This design comes from an exercise in tuning for small area, a short achievable clock period and few clock cycles on the open sky130 flow, not from production work.
Only simulation tests tie the RTL to the original design; equivalence was not proved.

==> flow/design.v (outline; a module is shown in full before it is edited, if it fits) <==
// module cmul: 487 lines
// module butterfly_ra2: 42 lines
// module bf_s0: 20 lines
// module bf_s1: 46 lines
// module bf_s2: 58 lines
// module ram128: 71 lines
// module wnp: 73 lines
// module fft: 118 lines
module fft(
	rst_n,
	clk,
	data1,
	fft_go,
	fft_done,
	fft_res
);
  // ...
==> flow/run.sh <==
#!/bin/bash
# synth_recipe.tcl (not shown) runs the flow's synth.tcl, then flattens the netlist and writes it again
# the make line also repeats each setting of config.mk as NAME=value (left out here)
make -C /OpenROAD-flow-scripts/flow DESIGN_CONFIG=/design/flow/config.mk WORK_HOME=/design/flow/orfs CLKGATE_MAP_FILE= SYNTH_SCRIPT=/design/flow/synth_recipe.tcl finish
==> flow/config.mk <==
export PLATFORM = sky130hd
export DESIGN_NAME = fft
export DESIGN_NICKNAME = fft
export VERILOG_FILES = /design/flow/design.v
export SDC_FILE = /design/flow/constraint.sdc
export NUM_CORES = 4
export LEC_CHECK = 0
export CAP_MARGIN = 20
export CORE_MARGIN = 2
export CORE_UTILIZATION = 40
export CTS_CLUSTER_DIAMETER = 60
export CTS_CLUSTER_SIZE = 30
export SLEW_MARGIN = 20
==> flow/constraint.sdc <==
create_clock -name core_clock -period 8.0 [get_ports {clk}]
set_input_delay 1.6000 -clock core_clock [delete_from_list [all_inputs] [get_ports {clk}]]
set_output_delay 1.6000 -clock core_clock [all_outputs]
set_load 0.01 [all_outputs]
==> run notes, run 1 <==
placed instance count=11,185; final std cell area, no fill=107,000 um2; cell kind with the greatest summed area=sequential cells; Hold Crit Start=st5.sr[324]; final RePlAce weighted congestion=0.862; fill count=approximately 22,000; Stages on worst setup path=13; mux contribution to synthesized area=1.91%; area fraction in compound gates after synthesis=8.91%; Bufs and invs on worst path=2; Reg with most FFs=st5.sr; die area=249,000 um2; Reg2Reg Launch Point=st2.ia[0]; ordered cell list for the critical path=inv_1 -> fa_1 -> inv_1 -> fa_1 -> ha_1 -> a41oi_1 -> o21bai_1 -> a21oi_1 -> o21ai_0 -> o41ai_1 -> o21ba_2 -> xor2_1 -> mux2i_1; reg-to-reg endpoint=st2.i9r[8]; initial antenna violation count=12; run status=complete, no violations; RSZ-0062 raised after global routing=false; well-tap cell count=3,202; via count of the first global-routing pass=roughly 57,000; leading register cell type out of synthesis=sky130_fd_sc_hd__dfxtp_1; remaining routing DRC violations=0; Area growth, synth to finish=9.43%; worst endpoint required time=a little under 9 ns; highest clock rate=259 MHz; GRT overflow=0; Max Slew Vio Count=0; global routing usage summed across all routing layers=between 10% and 20%; utilization after layout=44.1%
Testbench counts, summed over its fixed seeds: cycles 18,288.
==> run 2: changes to the inputs <==
--- a/flow/config.mk
+++ b/flow/config.mk
@@ -8,6 +8,5 @@
 export CAP_MARGIN = 20
 export CORE_MARGIN = 2
 export CORE_UTILIZATION = 40
-export CTS_CLUSTER_DIAMETER = 60
-export CTS_CLUSTER_SIZE = 30
+export SETUP_SLACK_MARGIN = 4.8
 export SLEW_MARGIN = 20
==> run notes, run 2 <==
count of mapped cells out of synthesis=8,300 (unchanged); initial core utilization=40.3% (unchanged); Max Slew Vio Count=0 (unchanged); largest registers in the final layout=st5.sr x544, st6.im x528, st6.re x528 (unchanged); half-perimeter wire length of the detailed placement result=149 mm (was 148 mm); CTS buffer count=283 (was 162); sinks on the clock net=2,752 (unchanged); I/O pins=28 (unchanged); first-pass GRT wire length=341 mm (was 328 mm); sum of negative setup slack=0 ns (unchanged); Reg with most FFs=st5.sr (unchanged); class of the most critical setup path=reg -> reg (unchanged); total via count after detailed routing=57,591 (was 54,835); storage element area=55,600 um2 (was 55,200 um2); final routed wire length divided by cell count=18.6 um (was 18.1 um); leading register cell type out of synthesis=sky130_fd_sc_hd__dfxtp_1 (unchanged); Syn Area/Cell=11.8 um2 (unchanged); worst endpoint required time=8.78 ns (was 8.71 ns); ordered cell list for the critical path=inv_4 -> fa_1 -> inv_1 -> fa_2 -> ha_4 -> a41oi_4 -> o21bai_2 -> a21oi_2 -> o21ai_2 -> o41ai_4 -> o21ba_2 -> xor2_1 -> mux2i_1 (was inv_1 -> fa_1 -> inv_1 -> fa_1 -> ha_1 -> a41oi_1 -> o21bai_1 -> a21oi_1 -> o21ai_0 -> o41ai_1 -> o21ba_2 -> xor2_1 -> mux2i_1); maximum number of pins on one net before global-route repair=73 (unchanged); drt total wl=223 mm (was 207 mm); buffers added on ports=27 (unchanged); core area=243,000 um2 (unchanged); critical path arrival=4.03 ns (was 4.57 ns); most used standard cells in the synthesized netlist=sky130_fd_sc_hd__dfxtp_1 (2,741), sky130_fd_sc_hd__inv_1 (864), sky130_fd_sc_hd__ha_1 (635), sky130_fd_sc_hd__fa_1 (457), sky130_fd_sc_hd__xnor2_1 (445) (unchanged); Synth top area share=55.9% (unchanged); remaining routing DRC violations=0 (unchanged); count leader, synth=sky130_fd_sc_hd__dfxtp_1 (unchanged); DIE HEIGHT=499 um (unchanged); Vias per Instance=4.81 (was 4.78); post-synthesis instance area=98,100 um2 (unchanged); largest area contributor in the synthesized netlist=sky130_fd_sc_hd__dfxtp_1 (unchanged); TritonCTS clock tree=built (unchanged); initial detailed-routing violation count=3,576 (was 3,395); sequential-to-total area share from yosys stat=56.2% (unchanged); max capacitance violation total=0 (unchanged); later-pin clock latency in the skew report=0.97 ns (was 0.84 ns); number of register bits inferred by synthesis=2,752 (unchanged); most common cell after layout, fill and taps aside=sky130_fd_sc_hd__dfxtp_1 (unchanged); multi-input logic area=39,400 um2 (was 38,200 um2); via count of the first global-routing pass=59,031 (was 56,901); worst-path cell with the longest stage delay=sky130_fd_sc_hd__fa_2 (was sky130_fd_sc_hd__fa_1); leading cell types in the layout, fill and taps excluded=sky130_fd_sc_hd__dfxtp_1 (2,574), sky130_fd_sc_hd__inv_1 (840), sky130_fd_sc_hd__ha_1 (614) (was sky130_fd_sc_hd__dfxtp_1 (2,730), sky130_fd_sc_hd__inv_1 (863), sky130_fd_sc_hd__ha_1 (635)); cts-stage hold buffer count=0 (unchanged); Worst Path Max Fanout=2 (was 4); kind of end point of the critical path=flop (unchanged); Post-Place Worst Slack=4.08 ns (was 4.10 ns); count of flip-flops with a built-in enable after synthesis=0 (unchanged); initial antenna violation count=6 (was 12); final number of hold-violating endpoints=0 (unchanged); FP Rows=181 (unchanged); CP top delay family=adder cells (was compound AO/OA/AOI/OAI gates); global routing usage summed across all routing layers=17.4% (was 16.7%); fraction of layout instances using a drive strength above 1=15.1% (was 5.82%); run status=complete, no violations (unchanged); count of TritonRoute iterations in the first routing pass=5 (was 6); startpoint types=flop (unchanged); number of distinct library cells after synthesis=88 (unchanged); time the final worst path needs with I/O delays and setup=3.25 ns (was 3.86 ns); max FFs per register=544 (unchanged); remaining max-slew budget at the tightest pin=24.8% (was 22.7%); share of async-settable or async-resettable flops after synthesis=0.400% (unchanged); class of the worst hold path=reg -> reg (unchanged); transition time of the tightest slew-check pin=1.12 ns (was 1.15 ns); fill count=21,551 (was 22,317); GRT overflow=0 (unchanged); final RePlAce weighted congestion=0.848 (was 0.862); net count after synthesis=9,403 (unchanged); count of H-tree levels built during CTS=5 (was 4); highest clock rate=308 MHz (was 259 MHz); cell at the root of the clock tree=sky130_fd_sc_hd__clkbuf_16 (unchanged); clock input transition at the sequential cells of the worst setup and hold paths=0.06 ns (was 0.10 ns); NumNets Final=9,665 (was 9,250); number of nets with antenna violations after routing=0 (unchanged); Area growth, synth to finish=17.4% (was 9.43%); maximum single-stage delay on the critical path=0.57 ns (was 0.56 ns); RSZ-0062 raised after global routing=true (was false); horizontal die dimension=499 um (unchanged); die area=249,000 um2 (unchanged); final worst path period share=40.6% (was 48.3%); Warnings, synthesis=12 (unchanged); total of endpoints with negative setup slack in the final report=0 (unchanged); Worst Skew=0.0962 ns (was 0.0343 ns); PnR worst setup slack=4.75 ns (was 4.14 ns); main area contributors after synthesis=sky130_fd_sc_hd__dfxtp_1 (56%), sky130_fd_sc_hd__fa_1 (9.3%), sky130_fd_sc_hd__ha_1 (8.1%), sky130_fd_sc_hd__xnor2_1 (4.0%), sky130_fd_sc_hd__inv_1 (3.3%) (unchanged); Bufs and invs on worst path=2 (unchanged); clk buf depth=4 (was 3)
run 2: cell counts after synthesis:
No cell type changed its count.
run 2: final timing paths:
kind,from,end,slack [ns],cells past startpoint
max reg2reg,st2.ia[3],st2.i9r[8],4.75,13
min,st5.sr[376],st5.sr[392],0.25,0
max in group asynchronous,rst_n,run,6.50,1
min in group asynchronous,rst_n,fft_done,1.08,1
min reg2reg,st5.sr[376],st5.sr[392],0.25,0
max,st2.ia[3],st2.i9r[8],4.75,13
run 2: cells by family after synthesis:
kind of cell	after synthesis	share of synthesized area, %
AO/OA/AOI/OAI	1347	8.91
adder cells (fa/ha/maj)	1092	17.4
AND/OR/NAND/NOR	1017	4.71
flip-flops	2752	56.2
buffers and inverters	1252	4.85
XOR/XNOR	667	5.98
multiplexers	173	1.91
run 2: final cells by class:
class	instances	area share, %
Timing Repair Buffer	356	2.70
Tap cell	3202	3.48
Sequential cell	2752	48.3
Clock inverter	131	1.59
Antenna cell	2	0.00435
Multi-Input combinational cell	4297	34.2
Clock buffer	356	6.78
Inverter	872	2.87
run 2: worst reg2reg max path: stages, from the launching register on:
cell and delay [ns]:
sky130_fd_sc_hd__dfxtp_4 0.36, sky130_fd_sc_hd__inv_4 0.04, sky130_fd_sc_hd__fa_1 0.53, sky130_fd_sc_hd__inv_1 0.05, sky130_fd_sc_hd__fa_2 0.57, sky130_fd_sc_hd__ha_4 0.21
sky130_fd_sc_hd__a41oi_4 0.22, sky130_fd_sc_hd__o21bai_2 0.10, sky130_fd_sc_hd__a21oi_2 0.19, sky130_fd_sc_hd__o21ai_2 0.11, sky130_fd_sc_hd__o41ai_4 0.33, sky130_fd_sc_hd__o21ba_2 0.18
sky130_fd_sc_hd__xor2_1 0.13, sky130_fd_sc_hd__mux2i_1 0.09
run 2: metal layers:
layer	up-vias	part of all wire (%)	GRT usage (%)
li1	27593	-	-
met3	440	4.6	2.78
met5	-	0	0
met2	1348	46	28.5
met1	28210	46	23.5
met4	0	3.3	6.00
run 2: per-stage QoR:
step | instance area (um2) | hold WS [ns] | std cells | utilization [%]
final | 115000 | 0.250 | 11968 | 47.3
after global routing | 115000 | 0.241 | 11966 | 47.3
after CTS | 112000 | 0.244 | 11768 | 46.2
after floorplan | 98500 | 0.310 | 8300 | -
after detailed placement | 101000 | 0.312 | 11189 | 41.6
after global placement | 101000 | 0.309 | 11189 | 41.6
run 2: what timing repair did:
item                       in CTS  in global routing
gates cloned                    1                  1
setup endpoints to repair     231                145
resized for setup             353                269
pin swaps                      28                109
setup buffers                  91                197
==> run 3: changes to the inputs <==
--- a/flow/config.mk
+++ b/flow/config.mk
@@ -8,5 +8,4 @@
 export CAP_MARGIN = 20
 export CORE_MARGIN = 2
 export CORE_UTILIZATION = 40
-export SETUP_SLACK_MARGIN = 4.8
 export SLEW_MARGIN = 20
==> run notes, run 3 <==
class of the worst hold path=reg -> reg (unchanged); max FFs per register=544 (unchanged); post-synthesis instance area=98,100 um2 (unchanged); Worst Skew=0.109 ns (was 0.0962 ns); via count of the first global-routing pass=58,326 (was 59,031); FP Rows=181 (unchanged); horizontal die dimension=499 um (unchanged); quantity of gates resized following cts=0 (was 353); final RePlAce weighted congestion=0.862 (was 0.848); post-CTS repair timing setup buffer count=0 (was 91); I/O pins=28 (unchanged); cts-stage hold buffer count=0 (unchanged); GRT overflow=0 (unchanged); remaining max-slew budget at the tightest pin=28.0% (was 24.8%); run status=complete, no violations (unchanged); most common cell after layout, fill and taps aside=sky130_fd_sc_hd__dfxtp_1 (unchanged); half-perimeter wire length of the detailed placement result=148 mm (was 149 mm); count of mapped cells out of synthesis=8,300 (unchanged); largest area contributor in the synthesized netlist=sky130_fd_sc_hd__dfxtp_1 (unchanged); sinks on the clock net=2,752 (unchanged); critical path arrival=4.68 ns (was 4.03 ns); TritonCTS clock tree=built (unchanged); Vias per Instance=4.78 (was 4.81); count leader, synth=sky130_fd_sc_hd__dfxtp_1 (unchanged); NumNets Final=9,374 (was 9,665); DIE HEIGHT=499 um (unchanged); transition time of the tightest slew-check pin=1.08 ns (was 1.12 ns); total of endpoints with negative setup slack in the final report=0 (unchanged); initial detailed-routing violation count=3,563 (was 3,576); final number of hold-violating endpoints=0 (unchanged); share of async-settable or async-resettable flops after synthesis=0.400% (unchanged); count of flip-flops with a built-in enable after synthesis=0 (unchanged); fraction of layout instances using a drive strength above 1=7.66% (was 15.1%); clock input transition at the sequential cells of the worst setup and hold paths=0.06 ns (about the same); final worst path period share=48.8% (was 40.6%); number of nets with antenna violations after routing=0 (unchanged); count of TritonRoute iterations in the first routing pass=6 (was 5); maximum single-stage delay on the critical path=0.56 ns (was 0.57 ns); core area=243,000 um2 (unchanged); fill count=22,073 (was 21,551); Syn Area/Cell=11.8 um2 (unchanged); cell at the root of the clock tree=sky130_fd_sc_hd__clkbuf_16 (unchanged); Bufs and invs on worst path=2 (unchanged); CTS buffer count=286 (was 283); number of register bits inferred by synthesis=2,752 (unchanged); remaining routing DRC violations=0 (unchanged); global routing usage summed across all routing layers=17.1% (was 17.4%); Area growth, synth to finish=12.6% (was 17.4%); main area contributors after synthesis=sky130_fd_sc_hd__dfxtp_1 (56%), sky130_fd_sc_hd__fa_1 (9.3%), sky130_fd_sc_hd__ha_1 (8.1%), sky130_fd_sc_hd__xnor2_1 (4.0%), sky130_fd_sc_hd__inv_1 (3.3%) (unchanged); startpoint types=flop (unchanged); ordered cell list for the critical path=inv_1 -> fa_1 -> inv_1 -> fa_1 -> ha_1 -> a41oi_1 -> o21bai_1 -> a21oi_1 -> o21ai_0 -> o41ai_1 -> o21ba_2 -> xor2_1 -> mux2i_1 (was inv_4 -> fa_1 -> inv_1 -> fa_2 -> ha_4 -> a41oi_4 -> o21bai_2 -> a21oi_2 -> o21ai_2 -> o41ai_4 -> o21ba_2 -> xor2_1 -> mux2i_1); highest clock rate=256 MHz (was 308 MHz); die area=249,000 um2 (unchanged); drt total wl=212 mm (was 223 mm); leading register cell type out of synthesis=sky130_fd_sc_hd__dfxtp_1 (unchanged); initial core utilization=40.3% (unchanged); Reg with most FFs=st5.sr (unchanged); max capacitance violation total=0 (unchanged); time the final worst path needs with I/O delays and setup=3.90 ns (was 3.25 ns); buffers added on ports=27 (unchanged); final routed wire length divided by cell count=18.2 um (was 18.6 um); maximum number of pins on one net before global-route repair=73 (unchanged); worst endpoint required time=8.78 ns (about the same); sum of negative setup slack=0 ns (unchanged); net count after synthesis=9,403 (unchanged); Warnings, synthesis=12 (unchanged); Worst Path Max Fanout=4 (was 2); Max Slew Vio Count=0 (unchanged); count of H-tree levels built during CTS=5 (unchanged); Post-Route Hold Slack=0.259 ns (was 0.250 ns); clk buf depth=4 (unchanged); total via count after detailed routing=55,837 (was 57,591); first-pass GRT wire length=335 mm (was 341 mm); sequential-to-total area share from yosys stat=56.2% (unchanged); Synth top area share=55.9% (unchanged); final std cell area, no fill=111,000 um2 (was 115,000 um2); class of the most critical setup path=reg -> reg (unchanged); cell area reported after detailed placement=101,000 um2 (about the same); utilization after layout=45.4% (was 47.3%); worst-path cell with the longest stage delay=sky130_fd_sc_hd__fa_1 (was sky130_fd_sc_hd__fa_2); most used standard cells in the synthesized netlist=sky130_fd_sc_hd__dfxtp_1 (2,741), sky130_fd_sc_hd__inv_1 (864), sky130_fd_sc_hd__ha_1 (635), sky130_fd_sc_hd__fa_1 (457), sky130_fd_sc_hd__xnor2_1 (445) (unchanged); initial antenna violation count=10 (was 6); kind of end point of the critical path=flop (unchanged); largest registers in the final layout=st5.sr x544, st6.im x528, st6.re x528 (unchanged); leading cell types in the layout, fill and taps excluded=sky130_fd_sc_hd__dfxtp_1 (2,728), sky130_fd_sc_hd__inv_1 (863), sky130_fd_sc_hd__ha_1 (635) (was sky130_fd_sc_hd__dfxtp_1 (2,574), sky130_fd_sc_hd__inv_1 (840), sky130_fd_sc_hd__ha_1 (614)); RSZ-0062 raised after global routing=false (was true); later-pin clock latency in the skew report=0.95 ns (was 0.97 ns); number of distinct library cells after synthesis=88 (unchanged); CP top delay family=compound AO/OA/AOI/OAI gates (was adder cells)
==> run 3: cell types whose count changed in the layout (fill, tap and decap cells not counted), moves of 27 or more <==
cell / before / now
sky130_fd_sc_hd__buf_4: 285 / 36
sky130_fd_sc_hd__dfxtp_2: 59 / 12
sky130_fd_sc_hd__dfxtp_1: 2574 / 2728
sky130_fd_sc_hd__dfxtp_4: 108 / 1
sky130_fd_sc_hd__a22oi_1: 254 / 311
sky130_fd_sc_hd__o21ai_0: 269 / 305
sky130_fd_sc_hd__a22oi_2: 57 / 0
sky130_fd_sc_hd__o21ai_1: 31 / 4
==> run 3: per-layer routing <==
metal | global-route usage (%) | vias up | wire length [um]
li1 | - | 26987 | -
met1 | 23.2 | 27154 | 98400
met2 | 27.7 | 1303 | 97400
met3 | 2.50 | 393 | 9520
met4 | 6.03 | 0 | 6640
met5 | 0 | - | 0
==> run 3: layout make-up <==
cell class | count | area, um2 | area share [%]
Sequential cell | 2752 | 55200 | 49.9
Multi-Input combinational cell | 4296 | 38200 | 34.6
Clock inverter | 112 | 1270 | 1.15
Inverter | 872 | 3270 | 2.96
Clock buffer | 374 | 8010 | 7.25
Tap cell | 3202 | 4010 | 3.63
Timing Repair Buffer | 63 | 541 | 0.489
Antenna cell | 4 | 10.0 | 0.00906
==> run 3: per-stage QoR <==
step	setup slack (ns)	cells
2_1_floorplan	4.37	8300
3_3_place_gp	4.19	11185
3_5_place_dp	4.10	11185
4_1_cts	4.08	11671
5_1_grt	3.85	11671
6_report	4.10	11675
==> run 3: path summary, 6_finish.rpt <==
path | from | endpoint | slack, ns | cells past startpoint
min in group asynchronous | rst_n | fft_done | 1.07 | 1
max in group asynchronous | rst_n | cnt[0] | 6.49 | 1
max | st2.ia[0] | st2.i9r[8] | 4.10 | 13
min | st6.re[320] | st6.re[328] | 0.26 | 0
max reg2reg | st2.ia[0] | st2.i9r[8] | 4.10 | 13
min reg2reg | st6.re[320] | st6.re[328] | 0.26 | 0
==> run 3: cell families (layout without fill, tap and decap cells) <==
family / Yosys count / in the layout / synth area share (%)
other: 0 / 4 / 0
and+or+nand+nor: 1017 / 1017 / 4.71
xor gates and xnor gates: 667 / 667 / 5.98
buffers and inverters: 1252 / 1421 / 4.85
adders and majority gates: 1092 / 1092 / 17.4
muxes: 173 / 173 / 1.91
DFF: 2752 / 2752 / 56.2
AOI/OAI and AO/OA: 1347 / 1347 / 8.91

[re-timing with driven ports]
The flow's constraints put no driver on any port. The routed layouts listed below were extracted and timed again, unchanged, in two steps.
Step 1 assumes that a clkbuf_16 drives the clock port and a buf_2 every other input.
Step 2 adds t to the input delays and takes it off the output delays; t is the mean of the earliest and latest rising clock arrival at the registers after step 1. Input paths then give back, and output paths get back, about the clock's delay inside the block.
a / b / c = ideal / step 1 / step 2; a / b = the first two.
run	t (ns)	slack for setup (ns)	worst hold slack (ns)	slew at the worst register clock pin (ns)
run 1	0.913	4.138 / 4.138 / 4.138	0.306 / 0.306 / 0.306	0.10 / 0.10
run 2	0.994	4.751 / 4.751 / 4.751	0.250 / 0.250 / 0.250	0.07 / 0.07
run 3	0.989	4.099 / 4.099 / 4.099	0.259 / 0.259 / 0.259	0.07 / 0.07
After both steps every run listed still meets setup and hold.
